Context: an optimization exercise on an open-source flow, tuned for small area. The choices shown serve that exercise and are no tape-out recipe.
RTL that was checked went through simulation tests only; none was proved equivalent to the original.

==> inputs of v9 <==
## debug_controller
module debug_controller #(
    parameter BAUD = 625000,  
    parameter CLK_RATE = 10,  
    parameter TIMEOUT  = 1    
    )(
    input logic clk,
    input logic rst,
    input logic srx,
    output logic stx,
    input logic [31:0] pc,
    input logic mcu_busy,
    input logic [31:0] d_rd,
    input logic error,
    output logic [31:0] d_in,
    output logic [31:0] addr,
    output logic pause,
    output logic resume,
    output logic reset,
    output logic reg_rd,
    output logic reg_wr,
    output logic mem_rd,
    output logic mem_wr,
    output logic [1:0] mem_size,
    output logic valid
);
clock: 7.0 ns
lec_check: 0
cap_margin: 20
core_margin: 2
core_utilization: 40
slew_margin: 20
standard.sh (not shown) runs the stock make flow with config.mk's settings and CLKGATE_MAP_FILE= SYNTH_SCRIPT=/design/flow/synth_recipe.tcl, a recipe that flattens the netlist after the stock synthesis.
==> flow/flow/run.sh <==
#!/bin/bash
set -euo pipefail
export BUFFER_PORTS_ARGS="-buffer_cell sky130_fd_sc_hd__buf_1"
export CTS_ARGS="-sink_clustering_enable -repair_clock_nets -dont_use_dummy_load -sink_clustering_size 10 -sink_clustering_max_diameter 40 -buf_list {sky130_fd_sc_hd__clkbuf_4}"
bash standard.sh > flow.log 2>&1
==> v34 (differences from v9) <==
--- a/flow/design.v
+++ b/flow/design.v
@@ -27,10 +27,11 @@
     localparam R_IDLE  = 3'd0;
     localparam R_START = 3'd1;
     localparam R_DATA  = 3'd2;
     localparam R_STOP  = 3'd3;
     localparam R_CLEAN = 3'd4;
+    localparam R_POST  = 3'd5;    
     logic       rxd1, rxd;
     logic [2:0] rs;
     logic [6:0] rc;
     logic [31:0] rxsr;       
     always_ff @(posedge clk) begin
@@ -48,13 +49,13 @@
             rs <= R_IDLE;
             rc <= 0;
         end
         else begin
             case (rs)
-                R_IDLE: begin
+                R_IDLE, R_POST: begin
                     rc <= 0;
-                    if (!rxd) rs <= R_START;
+                    rs <= rxd ? R_IDLE : R_START;
                 end
                 R_START: begin
                     if (rc[2:0] == 3'd7) begin
                         rc <= 0;
                         rs <= rxd ? R_IDLE : R_DATA;
@@ -67,38 +68,37 @@
                 end
                 R_STOP: begin
                     rc <= rc + 1;
                     if (rc[3:0] == 4'd15) rs <= R_CLEAN;
                 end
+                R_CLEAN: rs <= R_POST;
                 default: rs <= R_IDLE;
             endcase
         end
     end
     always_ff @(posedge clk) begin
         if (rs == R_DATA && rc[3:0] == 4'd15)
             rxsr <= {rxd, rxsr[31:1]};
     end
     wire rx_dv = (rs == R_CLEAN);
     logic [1:0]  nb;
-    logic        rdy;
     logic [20:0] ibt;
     wire ibt_hit = (ibt == 21'h1f0f7d);
     always_ff @(posedge clk) begin
         if (rst || rx_dv) ibt <= 21'd1;
         else              ibt <= {ibt[19:0], ibt[20] ^ ibt[18]};
     end
     always_ff @(posedge clk) begin
         if (rst) begin
             nb  <= 0;
-            rdy <= 0;
         end
         else begin
-            rdy <= rx_dv && (nb == 2'd3);
             if (rx_dv)        nb <= nb + 1;
             else if (ibt_hit) nb <= 0;
         end
     end
+    wire rdy = (rs == R_POST) && (nb == 2'd0);
     wire [31:0] rxw = {rxsr[7:0], rxsr[15:8], rxsr[23:16], rxsr[31:24]};
     localparam S_WAIT_CMD   = 4'd0;
     localparam S_ECHO_CMD   = 4'd1;
     localparam S_WAIT_ADDR  = 4'd2;
     localparam S_ECHO_ADDR  = 4'd3;
@@ -107,14 +107,14 @@
     localparam S_CTRLR      = 4'd6;
     localparam S_SEND_DATA  = 4'd7;
     localparam S_SEND_ERROR = 4'd8;
     localparam S_PROG_RCV   = 4'd9;
     localparam S_PROG_WR    = 4'd10;
+    localparam S_CTRLR2     = 4'd11;    
     logic [3:0]  ss;
     logic [31:0] r_addr, r_d_in;
     logic [3:0]  r_cmd;
-    logic        s_valid;
     logic [1:0]  r_ec;
     logic        cbusy;       
     logic [7:0]  tr;
     logic [5:0]  th;
     logic        txb;         
@@ -124,17 +124,18 @@
     wire to_wait = (th == 6'd61) && (tr == 8'd119);    
     wire to_prog = (th == 6'd61) && (tr == 8'd118);    
     wire ld_echo = rdy && (((ss == S_WAIT_CMD) && (rxw[3:0] != 4'hF)) ||
                            (ss == S_WAIT_ADDR) || (ss == S_WAIT_DATA));
     wire ld_cmd  = (ss == S_WAIT_CMD);
-    wire ld_d    = (ss == S_CTRLR) && !cbusy && !s_valid;
+    wire s_valid = (ss == S_CTRLR) || (ss == S_PROG_WR);    
+    wire ld_d    = (ss == S_CTRLR2) && !cbusy;
     wire ld_e    = (ss == S_SEND_DATA) && !txb;
     wire tx_load = ld_echo || ld_d || ld_e;
     wire tx_shift = txb && (tr[3:0] == 4'd15) && (tr[7:4] != 4'd0) && (tr[7:4] <= 4'd8);
     always_ff @(posedge clk) begin
         if (tx_load) begin
-            tr <= 8'd159;
+            tr <= 8'd158;
             th <= 0;
         end
         else if (rst || !(s_cnt || txb)) begin
             tr <= 0;
             th <= 0;
@@ -145,11 +146,11 @@
         end
     end
     always_ff @(posedge clk) begin
         if (rst)                              txb <= 0;
         else if (tx_load)                     txb <= 1;
-        else if (th == 6'd4 && tr == 8'd160)  txb <= 0;
+        else if (th == 6'd4 && tr == 8'd159)  txb <= 0;
     end
     wire [31:0] tx_rx  = rxsr & {{4{!ld_cmd}}, 4'hF, {24{!ld_cmd}}};
     wire [31:0] tx_drd = {d_rd[7:0], d_rd[15:8], d_rd[23:16], d_rd[31:24]};
     wire [31:0] tx_ec  = {6'b0, r_ec, 24'b0};
     always_ff @(posedge clk) begin
@@ -157,18 +158,14 @@
             txsr <= ({32{ld_echo}}  & tx_rx) |
                     ({32{ld_d}}     & tx_drd) |
                     ({32{ld_e}}     & tx_ec) |
                     ({32{tx_shift}} & {1'b0, txsr[31:1]});
     end
-    always_ff @(posedge clk) begin
-        if (rst) stx <= 1'b1;
-        else     stx <= !txb || ((tr[7:4] != 4'd0) && ((tr[7:4] > 4'd8) || txsr[0]));
-    end
+    assign stx = !txb || ((tr[7:4] != 4'd0) && ((tr[7:4] > 4'd8) || txsr[0]));
     always_ff @(posedge clk) begin
         if (rst) begin
             ss      <= S_WAIT_CMD;
-            s_valid <= 0;
             r_d_in  <= 0;
             r_cmd   <= 0;
         end
         else begin
             case (ss)
@@ -200,29 +197,24 @@
                     else if (to_wait) ss <= S_WAIT_CMD;
                 end
                 S_ECHO_DATA: begin
                     if (!txb) begin
                         ss      <= S_CTRLR;
-                        s_valid <= 1;
                     end
                 end
-                S_CTRLR: begin
-                    s_valid <= 0;
-                    if (!cbusy && !s_valid) ss <= S_SEND_DATA;
-                end
+                S_CTRLR:  ss <= S_CTRLR2;
+                S_CTRLR2: if (!cbusy) ss <= S_SEND_DATA;
                 S_SEND_DATA:  if (!txb) ss <= S_SEND_ERROR;
                 S_SEND_ERROR: if (!txb) ss <= S_WAIT_CMD;
                 S_PROG_RCV: begin
                     if (rdy) begin
                         r_d_in  <= rxw;
-                        s_valid <= 1;
                         ss      <= S_PROG_WR;
                     end
                     else if (to_prog) ss <= S_WAIT_CMD;
                 end
                 S_PROG_WR: begin
-                    s_valid <= 0;
                     ss      <= S_PROG_RCV;
                 end
                 default: ss <= S_WAIT_CMD;
             endcase
         end
@@ -231,20 +223,20 @@
     wire        a_ld  = (ss == S_WAIT_ADDR) && rdy;
     wire        a_inc = (ss == S_PROG_WR);
     logic [29:0] a_nx;
     logic [30:0] a_cy;
     always_comb begin
-        a_cy[0] = 1'b1;
+        a_cy[0] = a_inc;
         for (int i = 0; i < 30; i++) begin
             a_nx[i]   = r_addr[i+2] ^ a_cy[i];
             a_cy[i+1] = r_addr[i+2] & a_cy[i];
         end
     end
     always_ff @(posedge clk) begin
         if (rst || a_clr)  r_addr <= 0;
         else if (a_ld)     r_addr <= rxw;
-        else if (a_inc)    r_addr[31:2] <= a_nx;
+        else               r_addr[31:2] <= a_nx;
     end
     assign addr = r_addr;
     assign d_in = r_d_in;
     localparam FN_PAUSE        = 4'h1;
     localparam FN_RESUME       = 4'h2;
==> flow/flow/run.sh (replaced) <==
#!/bin/bash
set -euo pipefail
here=$(pwd)
export BUFFER_PORTS_ARGS="-buffer_cell sky130_fd_sc_hd__buf_1"
export CTS_ARGS="-sink_clustering_enable -repair_clock_nets -dont_use_dummy_load -sink_clustering_size 10 -sink_clustering_max_diameter 40 -buf_list {sky130_fd_sc_hd__clkbuf_4}"
{
  echo "proc abc {args} {"
  echo "  set i [lsearch \$args -script]"
  echo "  if {\$i >= 0} { set args [lreplace \$args [expr {\$i + 1}] [expr {\$i + 1}] $here/flow/area.script] }"
  echo "  yosys abc {*}\$args"
  echo "}"
  cat synth_recipe.tcl
} > flow_synth.tcl
sed "s|SYNTH_SCRIPT=[^ ]*|SYNTH_SCRIPT=$here/flow_synth.tcl|" standard.sh > flow_standard.sh
grep -q "SYNTH_SCRIPT=$here/flow_synth.tcl" flow_standard.sh
bash flow_standard.sh > flow.log 2>&1
==> flow/flow/area.script (new file) <==
&get -n
&st
&syn2
&dch -f
&nf -R 1000
&st
&syn2
&dch -f
&nf -R 1000
&st
&dch -f
&nf -R 1000
&put
--- a/flow/config.mk
+++ b/flow/config.mk
@@ -5,7 +5,7 @@
 export SDC_FILE = /design/flow/constraint.sdc
 export NUM_CORES = 4
 export LEC_CHECK = 0
 export CAP_MARGIN = 20
 export CORE_MARGIN = 2
-export CORE_UTILIZATION = 40
+export CORE_UTILIZATION = 55
 export SLEW_MARGIN = 20
==> v26 (differences from v9) <==
--- a/flow/design.v
+++ b/flow/design.v
@@ -147,48 +147,51 @@
     always_ff @(posedge clk) begin
         if (rst)                              txb <= 0;
         else if (tx_load)                     txb <= 1;
         else if (th == 6'd4 && tr == 8'd160)  txb <= 0;
     end
-    wire [31:0] tx_rx  = rxsr & {{4{!ld_cmd}}, 4'hF, {24{!ld_cmd}}};
-    wire [31:0] tx_drd = {d_rd[7:0], d_rd[15:8], d_rd[23:16], d_rd[31:24]};
-    wire [31:0] tx_ec  = {6'b0, r_ec, 24'b0};
-    always_ff @(posedge clk) begin
-        if (tx_load || tx_shift)
-            txsr <= ({32{ld_echo}}  & tx_rx) |
-                    ({32{ld_d}}     & tx_drd) |
-                    ({32{ld_e}}     & tx_ec) |
-                    ({32{tx_shift}} & {1'b0, txsr[31:1]});
+    always_ff @(posedge clk) begin
+        if (ld_echo)
+            txsr <= ld_cmd ? {4'b0, rxsr[27:24], 24'b0} : rxsr;
+        else if (ld_d)
+            txsr <= {d_rd[7:0], d_rd[15:8], d_rd[23:16], d_rd[31:24]};
+        else if (ld_e)
+            txsr <= {6'b0, r_ec, 24'b0};
+        else if (tx_shift)
+            txsr <= {1'b0, txsr[31:1]};
     end
     always_ff @(posedge clk) begin
         if (rst) stx <= 1'b1;
         else     stx <= !txb || ((tr[7:4] != 4'd0) && ((tr[7:4] > 4'd8) || txsr[0]));
     end
     always_ff @(posedge clk) begin
         if (rst) begin
             ss      <= S_WAIT_CMD;
             s_valid <= 0;
+            r_addr  <= 0;
             r_d_in  <= 0;
             r_cmd   <= 0;
         end
         else begin
             case (ss)
                 S_WAIT_CMD: begin
                     if (rdy) begin
                         if (rxw[3:0] == 4'hF) begin
                             ss     <= S_PROG_RCV;
                             r_cmd  <= 4'hC;
+                            r_addr <= 0;
                         end
                         else begin
                             r_cmd <= rxw[3:0];
                             ss    <= S_ECHO_CMD;
                         end
                     end
                 end
                 S_ECHO_CMD:  if (!txb) ss <= S_WAIT_ADDR;
                 S_WAIT_ADDR: begin
                     if (rdy) begin
+                        r_addr <= rxw;
                         ss     <= S_ECHO_ADDR;
                     end
                     else if (to_wait) ss <= S_WAIT_CMD;
                 end
                 S_ECHO_ADDR: if (!txb) ss <= S_WAIT_DATA;
@@ -219,33 +222,17 @@
                     end
                     else if (to_prog) ss <= S_WAIT_CMD;
                 end
                 S_PROG_WR: begin
                     s_valid <= 0;
+                    r_addr  <= r_addr + 4;
                     ss      <= S_PROG_RCV;
                 end
                 default: ss <= S_WAIT_CMD;
             endcase
         end
     end
-    wire        a_clr = (ss == S_WAIT_CMD) && rdy && (rxw[3:0] == 4'hF);
-    wire        a_ld  = (ss == S_WAIT_ADDR) && rdy;
-    wire        a_inc = (ss == S_PROG_WR);
-    logic [29:0] a_nx;
-    logic [30:0] a_cy;
-    always_comb begin
-        a_cy[0] = 1'b1;
-        for (int i = 0; i < 30; i++) begin
-            a_nx[i]   = r_addr[i+2] ^ a_cy[i];
-            a_cy[i+1] = r_addr[i+2] & a_cy[i];
-        end
-    end
-    always_ff @(posedge clk) begin
-        if (rst || a_clr)  r_addr <= 0;
-        else if (a_ld)     r_addr <= rxw;
-        else if (a_inc)    r_addr[31:2] <= a_nx;
-    end
     assign addr = r_addr;
     assign d_in = r_d_in;
     localparam FN_PAUSE        = 4'h1;
     localparam FN_RESUME       = 4'h2;
     localparam FN_RESET        = 4'h4;
@@ -263,21 +250,18 @@
     logic        bp_en;
     logic        ms1;
     logic [13:0] ct;          
     wire c_to = (ct == 14'h11bb);    
     logic [7:0]  bpv;
-    logic [31:0] ring [8];
-    logic [2:0]  rot;
+    logic [31:0] bpa [8];
     logic        bp_hit;
     logic        bp_free;
     logic [2:0]  bp_slot;
-    wire [15:0] vv    = {bpv, bpv} << rot;
-    wire [7:0]  vphys = vv[15:8];           
     always_comb begin
         bp_hit = 0;
-        for (int p = 0; p < 8; p++)
-            if (vphys[p] && (ring[p] == pc)) bp_hit = 1;
+        for (int i = 0; i < 8; i++)
+            if (bpv[i] && (bpa[i] == pc)) bp_hit = 1;
     end
     always_comb begin
         bp_free = 0;
         bp_slot = 0;
         for (int i = 7; i >= 0; i--) begin
@@ -286,28 +270,22 @@
                 bp_slot = i[2:0];
             end
         end
     end
     wire c_cmd  = !c_wait && s_valid;
-    wire is_add = (r_cmd == FN_BR_PT_ADD);
-    wire bp_add = c_cmd && is_add && bp_free;
+    wire bp_add = c_cmd && (r_cmd == FN_BR_PT_ADD) && bp_free;
     wire bp_rm  = c_cmd && (r_cmd == FN_BR_PT_RM) && (r_addr[31:3] == 0);
-    wire ins    = is_add && bp_free && ((bp_slot + rot) == 3'd7);
     always_ff @(posedge clk) begin
-        if (rst) begin
-            bpv <= 0;
-            rot <= 0;
-        end
+        if (rst) bpv <= 0;
         else begin
-            rot <= rot + 1;
             if (bp_add) bpv[bp_slot] <= 1'b1;
             if (bp_rm)  bpv[r_addr[2:0]] <= 1'b0;
         end
     end
     always_ff @(posedge clk) begin
-        ring[0] <= ins ? r_addr : ring[7];
-        for (int p = 1; p < 8; p++) ring[p] <= ring[p-1];
+        for (int i = 0; i < 8; i++)
+            if (bp_add && bp_slot == i) bpa[i] <= r_addr;
     end
     always_ff @(posedge clk) begin
         if (!c_wait) ct <= 14'd1;
         else         ct <= {ct[12:0], ct[13] ^ ct[12]};
     end
==> flow/flow/run.sh (replaced) <==
#!/bin/bash
set -euo pipefail
export BUFFER_PORTS_ARGS="-buffer_cell sky130_fd_sc_hd__buf_1"
export CTS_ARGS="-sink_clustering_enable -repair_clock_nets -dont_use_dummy_load -buf_list {sky130_fd_sc_hd__clkbuf_4 sky130_fd_sc_hd__clkbuf_8}"
bash standard.sh > flow.log 2>&1
==> summary.md <==
| Metric | Value |
|---|---|
| Status | no timing/DRC/antenna violations |
| GRT Resource Usage Total | between 20% and 30% |
| Die height | between 150 and 200 um |
| Fin area | 0.0194 mm^2 |
| Fin crit share | 93.2% |
| Max Fanout on Critical Path | 17 |
| Dpl cells | approximately 2200 |
-- figures above: v34

==> summary.md <==
| Metric | Value |
|---|---|
| Status | no timing/DRC/antenna violations |
| Max Fanout on Critical Path | 7 |
| GRT Resource Usage Total | 21.0% |
| Fin area | between 0.02 and 0.025 mm^2 |
| Dpl cells | roughly 2300 |
-- figures above: v9

==> summary.md <==
| Metric | Value |
|---|---|
| Status | no timing/DRC/antenna violations |
| Max Fanout on Critical Path | 8 |
| Largest area contributor in the netlist | edfxtp_1 |
| Dpl cells | 2555 |
| GRT Resource Usage Total | between 20% and 30% |
| Fin crit share | 57.0% |
| Die height | 233 um |
| Fin area | 0.0233 mm^2 |
-- figures above: v26

The RTL of v9 was laid out without a check of its function.

-- afterwards: timing with drivers on the ports --
The flow's constraints put no driver on any port. The routed layouts listed below were extracted and timed again, unchanged, in two steps. Step 1, drivers: a clkbuf_16 drives clk and a buf_2 each remaining input, both assumed. Step 2 moves the port delays by t, midway between the first and last clock arrival at a register: inputs arrive t later, outputs are due t later. That takes back most of the time a late clock gives input paths. a / b / c = ideal / step 1 / step 2; a / b = the first two.
run	shift t [ns]	slack for setup (ns)	latest minus earliest clock arrival (ns)
v9	0.798	1.016 / 1.016 / 1.016	0.104 / 0.104
v34	0.794	0.474 / 0.474 / 0.474	0.104 / 0.104
v26	0.690	3.008 / 3.030 / 2.340	0.068 / 0.068
After both steps every run listed still meets setup and hold. The setup slack of v26, which loses most, moves by +0.022 ns with the drivers and by -0.668 ns with both steps.
